Background: an optimization exercise with open tools, aiming at a short achievable clock period and few clock cycles. Do not read the settings as production practice.
The RTL was checked by simulation tests, not by an equivalence proof against the original design.
Power is estimated from default activity; no workload was simulated.

File: flow/config.mk
export PLATFORM = sky130hd
export DESIGN_NAME = F_cpu
export DESIGN_NICKNAME = F_cpu
export VERILOG_FILES = /design/flow/design.v
export SDC_FILE = /design/flow/constraint.sdc
export NUM_CORES = 4
export LEC_CHECK = 0
export CAP_MARGIN = 35
export CORE_MARGIN = 2
export CORE_UTILIZATION = 30
export SLEW_MARGIN = 20
File: flow/constraint.sdc
create_clock -name core_clock -period 17.5 [get_ports {clk}]
set_input_delay 3.5000 -clock core_clock [delete_from_list [all_inputs] [get_ports {clk}]]
set_output_delay 3.5000 -clock core_clock [all_outputs]
set_load 0.01 [all_outputs]
File: flow/design.v
module F_cpu (
    input  wire        clk,
    input  wire        reset,
    output wire [31:0] mem_addr,
    output wire        mem_wr,
    output wire [31:0] mem_wdata,
    input  wire [31:0] mem_rdata
);
    localparam P_ADD = 0, P_SUB = 1, P_AND = 2, P_SLT = 3, P_SLL = 4, P_SRL = 5,
               P_SRA = 6, P_SLLV = 7, P_SRAV = 8, P_JR = 9, P_MFHI = 10, P_MFLO = 11,
               P_BREAK = 12, P_RTE = 13, P_ADDM = 14, P_ADDI = 15, P_ADDIU = 16,
               P_SLTI = 17, P_LUI = 18, P_LW = 19, P_LH = 20, P_LB = 21, P_SW = 22,
               P_SH = 23, P_SB = 24, P_SLLM = 25, P_BEQ = 26, P_BNE = 27, P_BLE = 28,
               P_BGT = 29, P_J = 30, P_JAL = 31, P_INV = 32,
               P_USERS = 33, P_USERT = 34, P_WBE = 35, P_MEM = 36, P_LD = 37,
               P_OVF = 38, P_SHSB = 39, P_MWB = 40, P_BR = 41,
               PDW = 42;
    function [PDW-1:0] predecode(input [31:0] iw);
        reg [5:0] op, fn;
        reg r;
        reg [PDW-1:0] p;
        begin
            op = iw[31:26];
            fn = iw[5:0];
            r  = (op == 6'h00);
            p  = {PDW{1'b0}};
            p[P_ADD]   = r & (fn == 6'h20);
            p[P_SUB]   = r & (fn == 6'h22);
            p[P_AND]   = r & (fn == 6'h24);
            p[P_SLT]   = r & (fn == 6'h2a);
            p[P_SLL]   = r & (fn == 6'h00);
            p[P_SRL]   = r & (fn == 6'h02);
            p[P_SRA]   = r & (fn == 6'h03);
            p[P_SLLV]  = r & (fn == 6'h04);
            p[P_SRAV]  = r & (fn == 6'h07);
            p[P_JR]    = r & (fn == 6'h08);
            p[P_MFHI]  = r & (fn == 6'h10);
            p[P_MFLO]  = r & (fn == 6'h12);
            p[P_BREAK] = r & (fn == 6'h0d);
            p[P_RTE]   = r & (fn == 6'h13);
            p[P_ADDM]  = r & (fn == 6'h05);
            p[P_ADDI]  = (op == 6'h08);
            p[P_ADDIU] = (op == 6'h09);
            p[P_SLTI]  = (op == 6'h0a);
            p[P_LUI]   = (op == 6'h0f);
            p[P_LW]    = (op == 6'h23);
            p[P_LH]    = (op == 6'h21);
            p[P_LB]    = (op == 6'h20);
            p[P_SW]    = (op == 6'h2b);
            p[P_SH]    = (op == 6'h29);
            p[P_SB]    = (op == 6'h28);
            p[P_SLLM]  = (op == 6'h01);
            p[P_BEQ]   = (op == 6'h04);
            p[P_BNE]   = (op == 6'h05);
            p[P_BLE]   = (op == 6'h06);
            p[P_BGT]   = (op == 6'h07);
            p[P_J]     = (op == 6'h02);
            p[P_JAL]   = (op == 6'h03);
            p[P_INV]   = ~(|p[P_JAL:P_ADD]);
            p[P_USERS] = p[P_ADD] | p[P_SUB] | p[P_AND] | p[P_SLT] | p[P_SLLV] | p[P_SRAV] |
                         p[P_JR] | p[P_ADDM] | p[P_ADDI] | p[P_ADDIU] | p[P_SLTI] |
                         p[P_LW] | p[P_LH] | p[P_LB] | p[P_SW] | p[P_SH] | p[P_SB] | p[P_SLLM] |
                         p[P_BEQ] | p[P_BNE] | p[P_BLE] | p[P_BGT];
            p[P_USERT] = p[P_ADD] | p[P_SUB] | p[P_AND] | p[P_SLT] | p[P_SLL] | p[P_SRL] |
                         p[P_SRA] | p[P_SLLV] | p[P_SRAV] | p[P_ADDM] | p[P_ADDI] |
                         p[P_SW] | p[P_SH] | p[P_SB] | p[P_SLLM] |
                         p[P_BEQ] | p[P_BNE] | p[P_BLE] | p[P_BGT];
            p[P_WBE]   = p[P_ADD] | p[P_SUB] | p[P_AND] | p[P_SLT] | p[P_SLL] | p[P_SRL] |
                         p[P_SRA] | p[P_SLLV] | p[P_SRAV] | p[P_MFHI] | p[P_MFLO] |
                         p[P_ADDI] | p[P_ADDIU] | p[P_SLTI] | p[P_LUI] | p[P_JAL];
            p[P_LD]    = p[P_LW] | p[P_LH] | p[P_LB];
            p[P_SHSB]  = p[P_SH] | p[P_SB];
            p[P_MEM]   = p[P_LD] | p[P_SW] | p[P_SHSB] | p[P_SLLM];
            p[P_MWB]   = p[P_LD] | p[P_SLLM];
            p[P_OVF]   = p[P_ADD] | p[P_SUB] | p[P_ADDI];
            p[P_BR]    = p[P_BEQ] | p[P_BNE] | p[P_BLE] | p[P_BGT];
            predecode = p;
        end
    endfunction
    function [4:0] destof(input [31:0] iw);
        begin
            destof = (iw[31:26] == 6'h03) ? 5'd31 : (iw[31:26] == 6'h00) ? iw[15:11] : iw[20:16];
        end
    endfunction
    function nearw(input [7:0] a, input [7:0] a1, input [7:0] p, input [7:0] p1);
        nearw = (a == p) | (a1 == p) | (a == p1);
    endfunction
    reg  [31:0] maddr;
    reg         mwr;
    reg  [31:0] mwdata;
    reg         cur_fetch;       
    reg  [31:0] fpc;             
    assign mem_addr  = maddr;
    assign mem_wr    = mwr;
    assign mem_wdata = mwdata;
    reg         d_v;
    reg  [31:0] d_pc;
    reg  [31:0] d_pc4;
    reg  [7:0]  d_pn;                
    reg  [3:0]  slv;                   
    reg  [3:0]  rsel, wsel;            
    reg  [3:0]  rsn;                   
    reg  [31:0] hrs, hrt;              
    reg  [3:0]  spd [0:3];             
    reg  [3:0]  hpd;                   
    reg  [1:0]  rptr;                  
    reg  [31:0] sw  [0:3];
    reg  [31:0] spc [0:3];
    reg  [7:0]  spn [0:3];             
    reg  [31:0] sp4 [0:3];
    reg  [31:0] srs [0:3];             
    reg  [31:0] srt [0:3];             
    reg         x_v;
    reg  [31:0] x_w;
    reg  [31:0] x_pc, x_pc4;
    reg  [7:0]  x_pn;
    reg  [PDW-1:0] x_pd;
    reg  [4:0]  x_ds;
    reg  [31:0] x_do;
    reg  [31:0] xA, xB;
    reg  [31:0] xBs;             
    reg         x_sub;
    reg  [31:0] x_shv;           
    reg  [4:0]  x_sha;           
    reg  [31:0] x_rpre;          
    reg  [31:0] x_apre;          
    reg  [31:0] x_tpre;          
    reg  [31:0] rfr [0:31];      
    reg         clr;             
    reg  [31:0] AO;              
    reg  [31:0] EPC;
    reg  [31:0] MDR;
    wire [31:0] EPCq = EPC;
    wire [31:0] MDRq = MDR;
    reg  [31:0] npc;             
    reg         m1_v, m1_we, m1_ld, m1_lh, m1_lb, m1_sllm, m1_shsb, m1_sb;
    reg  [4:0]  m1_ds;
    reg  [31:0] m1_addr, m1_b;
    reg         m2_v, m2_we, m2_ld, m2_lh, m2_lb, m2_sllm, m2_shsb, m2_sb;
    reg  [4:0]  m2_ds;
    reg  [31:0] m2_addr, m2_b;
    reg         m3_v, m3_we, m3_lh, m3_lb, m3_sllm;
    reg  [4:0]  m3_ds;
    reg  [31:0] m3_b;
    reg  [7:0]  m1_a1, m2_a1;        
    reg         m1_hi0, m2_hi0;      
    reg         w_v;
    reg         c_v;             
    reg  [31:0] c_npc;
    reg  [31:0] w_oh, w_res;
    reg         smc_en;
    reg  [7:0]  sa, sa1;
    localparam S_IDLE = 4'd0, S_TWAIT = 4'd1, S_TR1 = 4'd2, S_TR2 = 4'd3,
               S_AWAIT = 4'd4, S_AR1 = 4'd5, S_AR2 = 4'd6, S_AR3 = 4'd7, S_AEND = 4'd8,
               S_ASUM = 4'd9;
    reg  [3:0]  sst;
    reg  [31:0] s_vec;
    reg  [31:0] s_a, s_b, s_pc, s_pc4;
    reg  [4:0]  s_rd;
    reg  [31:0] s_bb;
    wire [PDW-1:0] xp = x_pd;
    wire [31:0] x_se   = {{16{x_w[15]}}, x_w[15:0]};
    wire [31:0] x_bt   = x_pc4 + {x_se[29:0], 2'b00};
    wire [31:0] as_ab  = xA + xBs + {31'd0, x_sub};       
    wire [31:0] and_ab = xA & xB;
    wire        sov    = (xA[31] != xB[31]) & (as_ab[31] != xA[31]);
    wire        lt_ab  = as_ab[31] ^ sov;                  
    wire        eq_ab  = (xA == xB);
    wire        gt_ab  = ~lt_ab & ~eq_ab;
    wire [31:0] sum_ai = xA + x_se;
    wire        lt_ai  = $signed(xA) < $signed(x_se);
    wire [31:0] ovs    = x_pc4 + xB;
    wire        ovf    = (x_pc4[31] == xB[31]) & (ovs[31] != x_pc4[31]);
    wire [31:0] sh_l   = x_shv << x_sha;
    wire [31:0] sh_rl  = x_shv >> x_sha;
    wire [31:0] sh_ra  = $signed(x_shv) >>> x_sha;
    wire [31:0] x_res =
        ({32{xp[P_ADD] | xp[P_SUB]}} & as_ab) |
        ({32{xp[P_AND]}} & and_ab) |
        {31'd0, xp[P_SLT] & lt_ab} |
        ({32{xp[P_SLL] | xp[P_SLLV]}} & sh_l) |
        ({32{xp[P_SRL]}} & sh_rl) |
        ({32{xp[P_SRA] | xp[P_SRAV]}} & sh_ra) |
        ({32{xp[P_ADDI] | xp[P_ADDIU]}} & sum_ai) |
        {31'd0, xp[P_SLTI] & lt_ai} |
        x_rpre;
    wire ao_bt = ~(xp[P_ADD] | xp[P_SUB] | xp[P_AND] | xp[P_ADDI] | xp[P_ADDIU] | xp[P_MEM] |
                   xp[P_MFHI] | xp[P_MFLO] | xp[P_JAL]);
    wire [31:0] x_ao =
        ({32{xp[P_ADD] | xp[P_SUB]}} & as_ab) |
        ({32{xp[P_AND]}} & and_ab) |
        ({32{xp[P_ADDI] | xp[P_ADDIU] | xp[P_MEM]}} & sum_ai) |
        x_apre |
        ({32{ao_bt}} & x_bt);
    wire x_taken = (xp[P_JR] | xp[P_RTE] | xp[P_BREAK] |
                    (xp[P_BEQ] & eq_ab) | (xp[P_BNE] & ~eq_ab) |
                    (xp[P_BLE] & ~gt_ab) | (xp[P_BGT] & gt_ab));
    wire [31:0] x_jt = {x_pc4[31:28], x_w[25:0], 2'b00};
    wire [31:0] x_tgt =
        ({32{xp[P_JR]}} & xA) |
        ({32{xp[P_BR]}} & x_bt) |
        x_tpre;
    wire        c1     = m1_v & m1_shsb;
    wire [7:0]  fa1    = maddr[9:2] + 8'd1;
    wire smc = smc_en & ((x_v & nearw(sa, sa1, x_pc[9:2], x_pn)) |
                         (slv[0] & nearw(sa, sa1, spc[0][9:2], spn[0])) |
                         (slv[1] & nearw(sa, sa1, spc[1][9:2], spn[1])) |
                         (slv[2] & nearw(sa, sa1, spc[2][9:2], spn[2])) |
                         (slv[3] & nearw(sa, sa1, spc[3][9:2], spn[3])) |
                         (d_v & nearw(sa, sa1, d_pc[9:2], d_pn)) |
                         (cur_fetch & nearw(sa, sa1, maddr[9:2], fa1)));
    wire x_go    = x_v & ~smc;
    wire x_trap  = x_go & (xp[P_INV] | (xp[P_OVF] & ovf));
    wire x_addm  = x_go & xp[P_ADDM];
    wire x_ok    = x_go & ~x_trap;
    wire x_redir = x_ok & x_taken;
    wire x_wr    = x_ok & xp[P_WBE];
    wire x_mem   = x_go & xp[P_MEM];
    wire        m_empty = ~m1_v & ~m2_v;
    wire        s_issue = ((sst == S_TWAIT) | (sst == S_AWAIT)) & m_empty | (sst == S_AR1);
    wire [31:0] s_addr  = (sst == S_TWAIT) ? s_vec : (sst == S_AWAIT) ? s_a : s_b;
    wire [31:0] a_sumc  = MDRq + s_bb;
    reg  [31:0] a_sum;
    reg         a_ovf;
    wire        s_end_t = (sst == S_TR2);
    wire        s_end_a = (sst == S_AEND) & ~a_ovf;
    wire        s_busy  = (sst != S_IDLE);
    reg  [31:0] qw0, qpc0, qp40, qrs0, qrt0;
    reg  [7:0]  qpn0;
    reg  [3:0]  qpd4;
    integer q;
    always @(*) begin
        qw0 = 32'd0; qpc0 = 32'd0; qp40 = 32'd0; qrs0 = 32'd0; qrt0 = 32'd0; qpn0 = 8'd0; qpd4 = 4'd0;
        for (q = 0; q < 4; q = q + 1) begin
            qw0  = qw0  | ({32{rsel[q]}} & sw[q]);
            qpc0 = qpc0 | ({32{rptr == q[1:0]}} & spc[q]);
            qp40 = qp40 | ({32{rptr == q[1:0]}} & sp4[q]);
            qrs0 = qrs0 | ({32{rsn[q]}} & srs[q]);    
            qrt0 = qrt0 | ({32{rsn[q]}} & srt[q]);
            qpd4 = qpd4 | ({4{rsn[q]}} & spd[q]);
            qpn0 = qpn0 | ({8{rptr == q[1:0]}} & spn[q]);
        end
    end
    wire        qv0 = |(rsel & slv);
    wire [PDW-1:0] rp = predecode(qw0);
    wire [4:0]     r_ds = destof(qw0);
    wire [31:0]    r_do = (32'd1 << r_ds) & ~32'h2000_0000;
    wire [31:0] rrs = hrs;
    wire [31:0] rrt = hrt;
    reg  [31:0] ra_rf, rb_rf;
    integer j;
    always @(*) begin
        ra_rf = {32{rrs[29]}} & AO;
        rb_rf = {32{rrt[29]}} & AO;
        for (j = 0; j < 32; j = j + 1) begin
            if (j != 29) begin
                ra_rf = ra_rf | ({32{rrs[j]}} & rfr[j]);
                rb_rf = rb_rf | ({32{rrt[j]}} & rfr[j]);
            end
        end
    end
    wire ba29 = x_v & hrs[29];
    wire bb29 = x_v & hrt[29];
    wire bax  = x_v & xp[P_WBE] & (|(x_do & hrs));
    wire bbx  = x_v & xp[P_WBE] & (|(x_do & hrt));
    wire baw  = w_v & (|(w_oh & hrs));
    wire bbw  = w_v & (|(w_oh & hrt));
    wire [31:0] ra_w = baw ? w_res : ra_rf;
    wire [31:0] rb_w = bbw ? w_res : rb_rf;
    wire [31:0] rA = ra_w;
    wire [31:0] rB = rb_w;
    wire [31:0] pend_oh = ({32{x_v & xp[P_MWB] & (x_ds != 5'd29)}} & (32'd1 << x_ds)) |
                          ({32{m1_v & m1_we}} & (32'd1 << m1_ds)) |
                          ({32{m2_v & m2_we}} & (32'd1 << m2_ds)) |
                          ({32{m3_v & m3_we}} & (32'd1 << m3_ds));
    wire [31:0] xdep_oh = {2'b00, x_v, 29'd0} | ({32{x_v & xp[P_WBE]}} & x_do);
    wire r_raw  = (hpd[3] & (|(hrs & (pend_oh | xdep_oh)))) | (hpd[2] & (|(hrt & (pend_oh | xdep_oh))));
    wire r_memb = hpd[1] & ((x_v & xp[P_SHSB]) | (m1_v & m1_shsb));
    wire r_mdrb = hpd[0] & ((x_v & xp[P_MEM]) | m1_v);
    wire r_hold = r_raw | r_memb | r_mdrb | s_busy;
    wire r_go_e = qv0 & ~r_hold;           
    wire        xflush  = x_redir | x_trap | x_addm | smc;
    wire        r_go    = r_go_e & ~xflush;
    wire        d_ok    = d_v & ~xflush;
    wire        d_jdec  = (mem_rdata[31:27] == 5'b00001);      
    wire        d_jmp   = d_ok & d_jdec;
    wire [31:0] d_jt    = {d_pc4[31:28], mem_rdata[25:0], 2'b00};
    wire        redir   = xflush | s_end_t | s_end_a | d_jmp;
    wire        redir_e = s_end_t | s_end_a | smc;
    wire [31:0] npc_eff = c_v ? c_npc : npc;
    wire [31:0] rtgt_e  = s_end_t ? mem_rdata : s_end_a ? s_pc4 : npc_eff;
    wire [31:0] fpc_eff = cur_fetch ? maddr + 32'd4 : fpc;
    wire [31:0] faddr_e = redir_e ? rtgt_e : fpc_eff;
    wire        d_jbase = d_v & ~redir_e;
    wire [31:0] faddr   = x_redir ? x_tgt : (d_jdec & d_jbase) ? d_jt : faddr_e;
    wire [2:0]  qcnt    = {2'b0, slv[0]} + {2'b0, slv[1]} + {2'b0, slv[2]} + {2'b0, slv[3]};
    wire [2:0]  occn    = qcnt + {2'b0, d_v} + {2'b0, cur_fetch};
    wire        occ_ok  = (occn <= 3'd3) | (r_go_e & (occn == 3'd4));
    wire        sbusy_n = s_busy & ~s_end_t & ~s_end_a;
    wire        f_ok    = ~x_trap & ~x_addm & ~sbusy_n & (xflush | s_end_t | s_end_a | occ_ok);
    wire        p_shw   = m2_v & m2_shsb;
    wire        p_ser   = s_issue;
    wire        p_x     = x_mem;
    wire        p_f     = f_ok & ~p_shw & ~p_ser & ~p_x;
    wire [31:0] merged  = m2_sb ? {mem_rdata[31:8], m2_b[7:0]} : {mem_rdata[31:16], m2_b[15:0]};
    wire [31:0] ld_data = m3_lb ? {24'd0, MDRq[7:0]} :
                          m3_lh ? {16'd0, MDRq[15:0]} : MDRq;
    wire        mw_m3   = m3_v & m3_we;
    wire        mw_ad   = s_end_a & (s_rd != 5'd29);
    wire        mw_en   = mw_m3 | mw_ad;
    wire [4:0]  mw_ds   = mw_m3 ? m3_ds : s_rd;
    wire [31:0] mw_data = mw_m3 ? (m3_sllm ? (m3_b << MDRq[4:0]) : ld_data) : a_sum;
    wire [31:0] mw_oh   = mw_en ? (32'd1 << mw_ds) : 32'd0;
    wire [31:0] ww_oh   = w_v ? w_oh : 32'd0;
    wire ao_w = x_ok | x_trap | (sst == S_AEND);
    genvar g;
    generate
        for (g = 0; g < 32; g = g + 1) begin : g_rf
            if (g != 29) begin : g_reg
                always @(posedge clk) begin
                    if (clr)
                        rfr[g] <= 32'd0;
                    else if (ww_oh[g])
                        rfr[g] <= w_res;
                    else if (mw_oh[g])
                        rfr[g] <= mw_data;
                end
            end
        end
    endgenerate
    always @(posedge clk or posedge reset) begin
        if (reset)
            clr <= 1'b1;
        else
            clr <= 1'b0;
    end
    wire [31:0] in_rs  = 32'd1 << mem_rdata[25:21];
    wire [PDW-1:0] in_pd = predecode(mem_rdata);
    wire [3:0]  in_pd4 = {in_pd[P_USERS], in_pd[P_USERT], in_pd[P_MEM], in_pd[P_MFHI] | in_pd[P_MFLO]};
    wire [31:0] in_rt  = 32'd1 << mem_rdata[20:16];
    always @(posedge clk) begin
        d_pc  <= maddr;
        d_pn  <= fa1;
        d_pc4 <= fpc_eff;
        if (r_go_e) begin
            hrs <= |(rsn & slv) ? qrs0 : in_rs;
            hrt <= |(rsn & slv) ? qrt0 : in_rt;
            hpd <= |(rsn & slv) ? qpd4 : in_pd4;
        end else if (!qv0) begin
            hrs <= in_rs;
            hrt <= in_rt;
            hpd <= in_pd4;
        end
        for (q = 0; q < 4; q = q + 1) begin
            if (d_v & wsel[q]) begin
                sw[q]  <= mem_rdata;
                spc[q] <= d_pc;
                spn[q] <= d_pn;
                sp4[q] <= d_pc4;
                srs[q] <= in_rs;
                srt[q] <= in_rt;
                spd[q] <= in_pd4;
            end
        end
        begin
            x_w   <= qw0;
            x_pc  <= qpc0;
            x_pn  <= qpn0;
            x_pc4 <= qp40;
            xBs   <= rp[P_SUB] | rp[P_SLT] | rp[P_BR] ? ~rB : rB;
            x_sub <= rp[P_SUB] | rp[P_SLT] | rp[P_BR];
            x_shv <= rp[P_SLLV] | rp[P_SRAV] ? rA : rB;
            x_sha <= rp[P_SLLV] | rp[P_SRAV] ? rB[4:0] : qw0[10:6];
            x_rpre <= ({32{rp[P_LUI]}} & {qw0[15:0], 16'd0}) |
                      {28'd0, rp[P_MFHI] | rp[P_MFLO], 1'b0, rp[P_MFLO], 1'b0} |
                      ({32{rp[P_JAL]}} & qp40);
            x_apre <= ({32{rp[P_MFHI] | rp[P_MFLO]}} & (m2_v ? mem_rdata : MDRq)) |
                      ({32{rp[P_JAL]}} & qp40);
            x_tpre <= ({32{rp[P_RTE]}} & EPCq) |
                      ({32{rp[P_BREAK]}} & qpc0);
            x_pd  <= rp;
            x_ds  <= r_ds;
            x_do  <= r_do;
            xA    <= rA;
            xB    <= rB;
        end
        m1_ld   <= xp[P_LD];
        m1_lh   <= xp[P_LH];
        m1_lb   <= xp[P_LB];
        m1_sllm <= xp[P_SLLM];
        m1_sb   <= xp[P_SB];
        m1_ds   <= x_ds;
        m1_addr <= sum_ai;
        m1_a1   <= sum_ai[9:2] + 8'd1;
        m1_hi0  <= (sum_ai[31:10] == 22'd0);
        m2_a1   <= m1_a1;
        m2_hi0  <= m1_hi0;
        m3_lh   <= m2_lh;
        m3_lb   <= m2_lb;
        m3_sllm <= m2_sllm;
        w_res   <= x_res;
        w_oh    <= x_do;
        if (c1) begin
            sa  <= m1_addr[9:2];
            sa1 <= m1_a1;
        end else if (p_shw) begin
            sa  <= m2_addr[9:2];
            sa1 <= m2_a1;
        end else begin
            sa  <= sum_ai[9:2];
            sa1 <= sum_ai[9:2] + 8'd1;
        end
        m1_b    <= xB;
        m2_ld   <= m1_ld;
        m2_lh   <= m1_lh;
        m2_lb   <= m1_lb;
        m2_sllm <= m1_sllm;
        m2_sb   <= m1_sb;
        m2_ds   <= m1_ds;
        m2_addr <= m1_addr;
        m2_b    <= m1_b;
        m3_ds   <= m2_ds;
        m3_b    <= m2_b;
        if (p_shw)
            mwdata <= merged;
        else
            mwdata <= xB;
        if (!s_busy) begin
            s_a   <= xA;
            s_b   <= xB;
            s_rd  <= x_ds;
            s_pc  <= x_pc;
            s_pc4 <= x_pc4;
        end
        if (sst == S_AR3)
            s_bb <= mem_rdata;
        a_sum <= a_sumc;
        a_ovf <= (MDRq[31] == s_bb[31]) & (a_sumc[31] != MDRq[31]);
        fpc <= faddr;
        if (clr)
            AO <= 32'd0;
        else if (x_trap)
            AO <= x_pc;
        else if (x_ok)
            AO <= x_ao;
        else if (sst == S_AEND)
            AO <= a_ovf ? s_pc : a_sum;
        if (clr)
            EPC <= 32'd0;
        else if (x_trap)
            EPC <= x_pc;
        else if ((sst == S_AEND) & a_ovf)
            EPC <= s_pc;
        if (x_trap)
            s_vec <= xp[P_INV] ? 32'd253 : 32'd254;
        else if ((sst == S_AEND) & a_ovf)
            s_vec <= 32'd254;
        if (clr)
            MDR <= 32'd0;
        else if (m2_v | (sst == S_TR2) | (sst == S_AR2))
            MDR <= mem_rdata;
        c_npc <= x_taken ? x_tgt : xp[P_J] | xp[P_JAL] ? x_jt : x_pc4;
        if (c_v)
            npc <= c_npc;
        else if (sst == S_TR2)
            npc <= mem_rdata;
        else if (s_end_a)
            npc <= s_pc4;
    end
    always @(posedge clk or posedge reset) begin
        if (reset) begin
            maddr     <= 32'd0;
            mwr       <= 1'b0;
            cur_fetch <= 1'b1;
            d_v       <= 1'b0;
            slv  <= 4'd0;
            rsel <= 4'd1;
            rsn  <= 4'b0010;
            rptr <= 2'd0;
            wsel <= 4'd1;
            x_v       <= 1'b0;
            m1_v <= 1'b0; m1_we <= 1'b0; m1_shsb <= 1'b0;
            m2_v <= 1'b0; m2_we <= 1'b0; m2_shsb <= 1'b0;
            m3_v <= 1'b0; m3_we <= 1'b0;
            w_v  <= 1'b0;
            c_v  <= 1'b0;
            smc_en <= 1'b0;
            sst   <= S_IDLE;
        end else begin
            cur_fetch <= p_f;
            if (x_redir & ~p_shw)
                maddr <= x_tgt;
            else if (p_shw)
                maddr <= m2_addr;
            else if (p_ser)
                maddr <= s_addr;
            else if (d_jdec & d_jbase & ~p_ser & ~p_x)
                maddr <= d_jt;
            else if (p_x)
                maddr <= sum_ai;
            else
                maddr <= faddr_e;
            mwr <= p_shw | (p_x & xp[P_SW]);
            d_v <= cur_fetch & ~redir;
            if (xflush) begin
                slv  <= 4'd0;
                wsel <= rsel;
            end else begin
                slv  <= (slv | ({4{d_ok}} & wsel)) & ~({4{r_go}} & rsel);
                if (d_ok) wsel <= {wsel[2:0], wsel[3]};
                if (r_go) begin
                    rsel <= {rsel[2:0], rsel[3]};
                    rsn  <= {rsn[2:0], rsn[3]};
                    rptr <= rptr + 2'd1;
                end
            end
            x_v <= r_go;
            if (x_trap) begin
                sst   <= S_TWAIT;
            end
            if (x_addm)
                sst <= S_AWAIT;
            m1_v    <= x_mem;
            m1_we   <= xp[P_MWB] & (x_ds != 5'd29);
            m1_shsb <= xp[P_SHSB];
            m2_v    <= m1_v;
            m2_we   <= m1_we & ~(x_wr & (x_ds == m1_ds));
            m2_shsb <= m1_shsb;
            m3_v    <= m2_v & (m2_ld | m2_sllm);
            w_v     <= x_wr;
            c_v     <= x_ok;
            smc_en  <= (c1 ? m1_hi0 : p_shw ? m2_hi0 : (sum_ai[31:10] == 22'd0)) &
                       (c1 | p_shw | (x_mem & (xp[P_SHSB] | xp[P_SW])));
            m3_we   <= m2_we & ~(x_wr & (x_ds == m2_ds));
            case (sst)
                S_TWAIT: if (m_empty) sst <= S_TR1;
                S_TR1:   sst <= S_TR2;
                S_TR2:   sst <= S_IDLE;
                S_AWAIT: if (m_empty) sst <= S_AR1;
                S_AR1:   sst <= S_AR2;
                S_AR2:   sst <= S_AR3;
                S_AR3:   sst <= S_ASUM;
                S_ASUM:  sst <= S_AEND;
                S_AEND: begin
                    if (a_ovf) begin
                        sst   <= S_TWAIT;
                    end else begin
                        sst   <= S_IDLE;
                    end
                end
                default: ;
            endcase
        end
    end
endmodule
File: flow/run.sh
#!/bin/bash
# synth_recipe.tcl (not shown) runs the flow's synth.tcl, then flattens the netlist and writes it again
# the make line also repeats each setting of config.mk as NAME=value (left out here)
make -C /OpenROAD-flow-scripts/flow DESIGN_CONFIG=/design/flow/config.mk WORK_HOME=/design/flow/orfs CLKGATE_MAP_FILE= SYNTH_SCRIPT=/design/flow/synth_recipe.tcl finish
==> impl_metrics.py <==
metrics = {
    "sta": {
        "fin_crit_ps": 5876,
        "fin_skew_ps": 129.1,
        "whs_ps": 274.8,
        "max_freq_mhz": 170.2,
        "rsz0062_at_grt": "no",
        "min_period_over_period_pct": 33.58,
        "tightest_slew_ps": 1257,
        "setup_viol": 0,
        "maxSlewViolCount": 0,
        "max-slew-margin-rel_pct": 16.23,
        "finalHoldViolCount": 0,
        "fin_tns_setup_ps": 0,
    },
    "yosys": {
        "synthArstFlopShare_pct": 2.333,
        "syn_nets": 15120,
        "synth.avg_cell_area_um2": 9.529,
        "synth_top_area_share_pct": 27.93,
        "syn-cell-area_um2": 141600,
        "ys_types": 107,
        "ys_seq_area_share_pct": 49.43,
        "synth-edff-count": 955,
        "synth_top_area_cell": "dfxtp_1",
        "syn-instance-count": 14860,
        "yosys_register_bits": 3000,
        "yosysWarnings": 9,
        "synth_ff_type": "dfxtp_1",
        "synth_area_leaders": "dfxtp_1 28%, edfxtp_1 20%, a22oi_1 5.2%",
    },
    "floorplan": {
        "die_w_um": 691.0,
        "start_util_pct": 30.09,
        "pin_count": 99,
        "num_rows": 252,
        "coreArea_um2": 470400,
        "die_h_um": 691.0,
        "die_area_um2": 477400,
    },
    "global_route": {
        "grt_pass1_vias": 120900,
        "grt_max_degree": 100,
        "grt-ovfl-total": 0,
        "antenna_found_initial": 140,
        "grt_pass1_wl_um": 1059000,
        "grt_usage_pct": 31.71,
    },
    "cts": {
        "cts_resized": 0,
        "cts_tree": "built",
        "cts_sinks": 3000,
        "insertion_delay_ps": 1110,
        "clkTransAtPathRegs_ps": 60,
        "ctsHoldBuffers": 0,
        "clockRootBuffer": "clkbuf_16",
        "max-clock-path-buffers": 4,
        "cts-htree-levels": 5,
        "cts_inserted_buffers": 334,
        "post_cts_buffers": 0,
    },
    "critical_path": {
        "reg2reg_depth": 13,
        "path_max_fanout": 9,
        "timing.rr.start": "m2_v$_DFF_PP0_",
        "reg2reg_to": "hrt[8]$_DFFE_PP_",
        "r2r_slack_ps": 11690,
        "arrival_ps": 2380,
        "worstPathRequired_ps": 14000,
        "cp-start-kind": "flip-flop",
        "crit_path_end_kind": "output port",
        "cp_slowest_stage_delay_ps": 700,
        "worstPathCellList": "clkdlybuf4s50_1",
        "slowest_stage": "dfrtp_1",
        "critPathKind": "reg2out",
        "crit_buf_inv": 1,
        "cpLargestDelayFamily": "flip-flops",
    },
    "detailed_routing": {
        "num_vias": 139500,
        "vias_per_cell": 6.588,
        "drc": 0,
        "avgRoutedWirePerCell_um": 37.82,
        "initialDrtViolationCount": 28890,
        "finalWirelength_um": 800800,
        "final_antenna_net_count": 2,
        "drtPass1Iterations": 22,
    },
    "pwr": {
        "p_leak_nw": 63.06,
        "power_density_nw_per_um2": 95.37,
        "ir_worst_vdd_mv": 0.08511,
    },
    "place": {
        "place_area_um2": 151100,
        "numPortBuffers": 98,
        "place_congestion": 1.063,
        "dp_hpwl_um": 522600,
    },
    "cells_and_area": {
        "final_common_cell": "dfxtp_1",
        "nets": 14770,
        "syn_to_final_growth_pct": 15.55,
        "final_cell_mix": "1962 x dfxtp_1, 1881 x nor2_1, 1196 x nand2_1, 973 x a22oi_1, 955 x edfxtp_1",
        "design_area_um2": 163600,
        "final_core_util_pct": 34.77,
        "drive_gt1_share_pct": 11.30,
    },
    "run_status": {
        "violatedChecks": "antenna violations",
        "status": "finished with violations",
    },
    "worst_hold_path": {
        "whs_path_depth": 0,
        "hold_start": "m1_addr[22]$_DFF_P_",
        "hold_end": "m2_addr[22]$_DFF_P_",
        "hp-class": "reg2reg",
    },
    "job": {
        "max_cap_violations": 0,
    },
}
sequential cells by signal (all words and copies together), names as in the netlist, 37 cells and up:
register  count
spc         128
srt         128
sw          128
rfr         992
sp4         128
x_pd         37
srs         128
cell type report:
class	instances	area, um^2
Antenna cell	164	410.4
Clock buffer	454	9417
Clock inverter	166	2019
Fill cell	47350	306800
Inverter	197	742.0
Multi-Input combinational cell	10220	66430
Sequential cell	3000	70000
Tap cell	6223	7786
Timing Repair Buffer	748	6780
cell families after synthesis:
kind of cell | after synthesis | synth area share [%]
adders and majority gates | 231 | 2.082
muxes | 735 | 5.838
xor gates and xnor gates | 351 | 2.192
other | 1 | 0.002649
buffers and inverters | 1632 | 4.432
DFF | 3000 | 49.43
and+or+nand+nor | 4166 | 12.69
AOI/OAI and AO/OA | 4740 | 23.33
per-stage QoR:
stage	power, mW	std cells	setup WS [ps]
detailed placement	8.191	20350	10790
CTS	15.54	20970	11610
floorplan	7.830	14860	1121
global route	15.86	21070	11410
finish	15.60	21180	11620
global placement	8.194	20280	10540
synth_stat cells (61+ instances only):
| cell type | instances |
|---|---|
| nor3_1 | 95 |
| dfxtp_1 | 1975 |
| a221oi_1 | 308 |
| xor2_1 | 72 |
| a211oi_1 | 655 |
| nand3_1 | 248 |
| nand2_1 | 1264 |
| a21o_1 | 61 |
| dfrtp_1 | 65 |
| inv_1 | 189 |
| a22o_1 | 285 |
| a22oi_1 | 973 |
| mux2i_1 | 496 |
| nor2_1 | 1886 |
| edfxtp_1 | 955 |
| a31oi_1 | 63 |
| xnor2_1 | 277 |
| buf_1 | 115 |
| nand2b_1 | 117 |
| o211ai_1 | 465 |
| clkbuf_1 | 1246 |
| nand4_1 | 261 |
| o21ai_0 | 736 |
| a21oi_1 | 692 |
| ha_1 | 222 |
| mux2_2 | 155 |
power breakdown:
group	internal, mW	switching (mW)
sequential	7.32	0.145
combinational	0.205	0.420
clock	4.24	3.28
total	11.8	3.84
routing by layer:
metal	part of all wire (%)	routed length [um]	up-vias	track usage, %
li1	-	-	54830	-
met1	37	299400	67360	40.73
met2	37	296700	13450	41.25
met3	16	129300	3824	14.86
met4	9.4	74890	53	22.16
met5	0.072	580	-	0.1700
worst max-delay path by stage:
stage               slack (ps)          startpoint             endpoint  cells past startpoint
CTS                      11610  maddr[9]$_DFF_PP0_          mem_addr[9]                      1
floorplan                 1120    sst[0]$_DFF_PP0_     hpd[0]$_DFFE_PP_                      5
global placement         10540       mem_rdata[29]  maddr[13]$_DFF_PP0_                     11
global route             11410       mem_rdata[29]  maddr[13]$_DFF_PP0_                     11
detailed placement       10790       mem_rdata[29]  maddr[13]$_DFF_PP0_                     11
finish                   11620  maddr[9]$_DFF_PP0_          mem_addr[9]                      1
Testbench counts, summed over its fixed seeds: cycles 25,106.

[separate check: timing with driven ports]
The flow's constraints put no driver on any port. The routed layout listed below was extracted and timed again, unchanged, in two steps.
Step 1 sets driving cells, clkbuf_16 on the clock port and buf_2 on the other inputs (assumed; they add their load-dependent delay and slew).
Step 2 also shifts input and output timing later by t, the mid clock arrival at the registers, as if the neighbouring blocks saw the same clock.
Three values: ideal, step 1, step 2; two values: the first two.
shift t [ns]: 1.169
setup slack, ns: 11.624 / 11.492 / 10.552
cell pins on the clock port's net: 1
For this run, drivers alone change the setup slack by -0.132 ns; drivers and shift together by -1.072 ns.
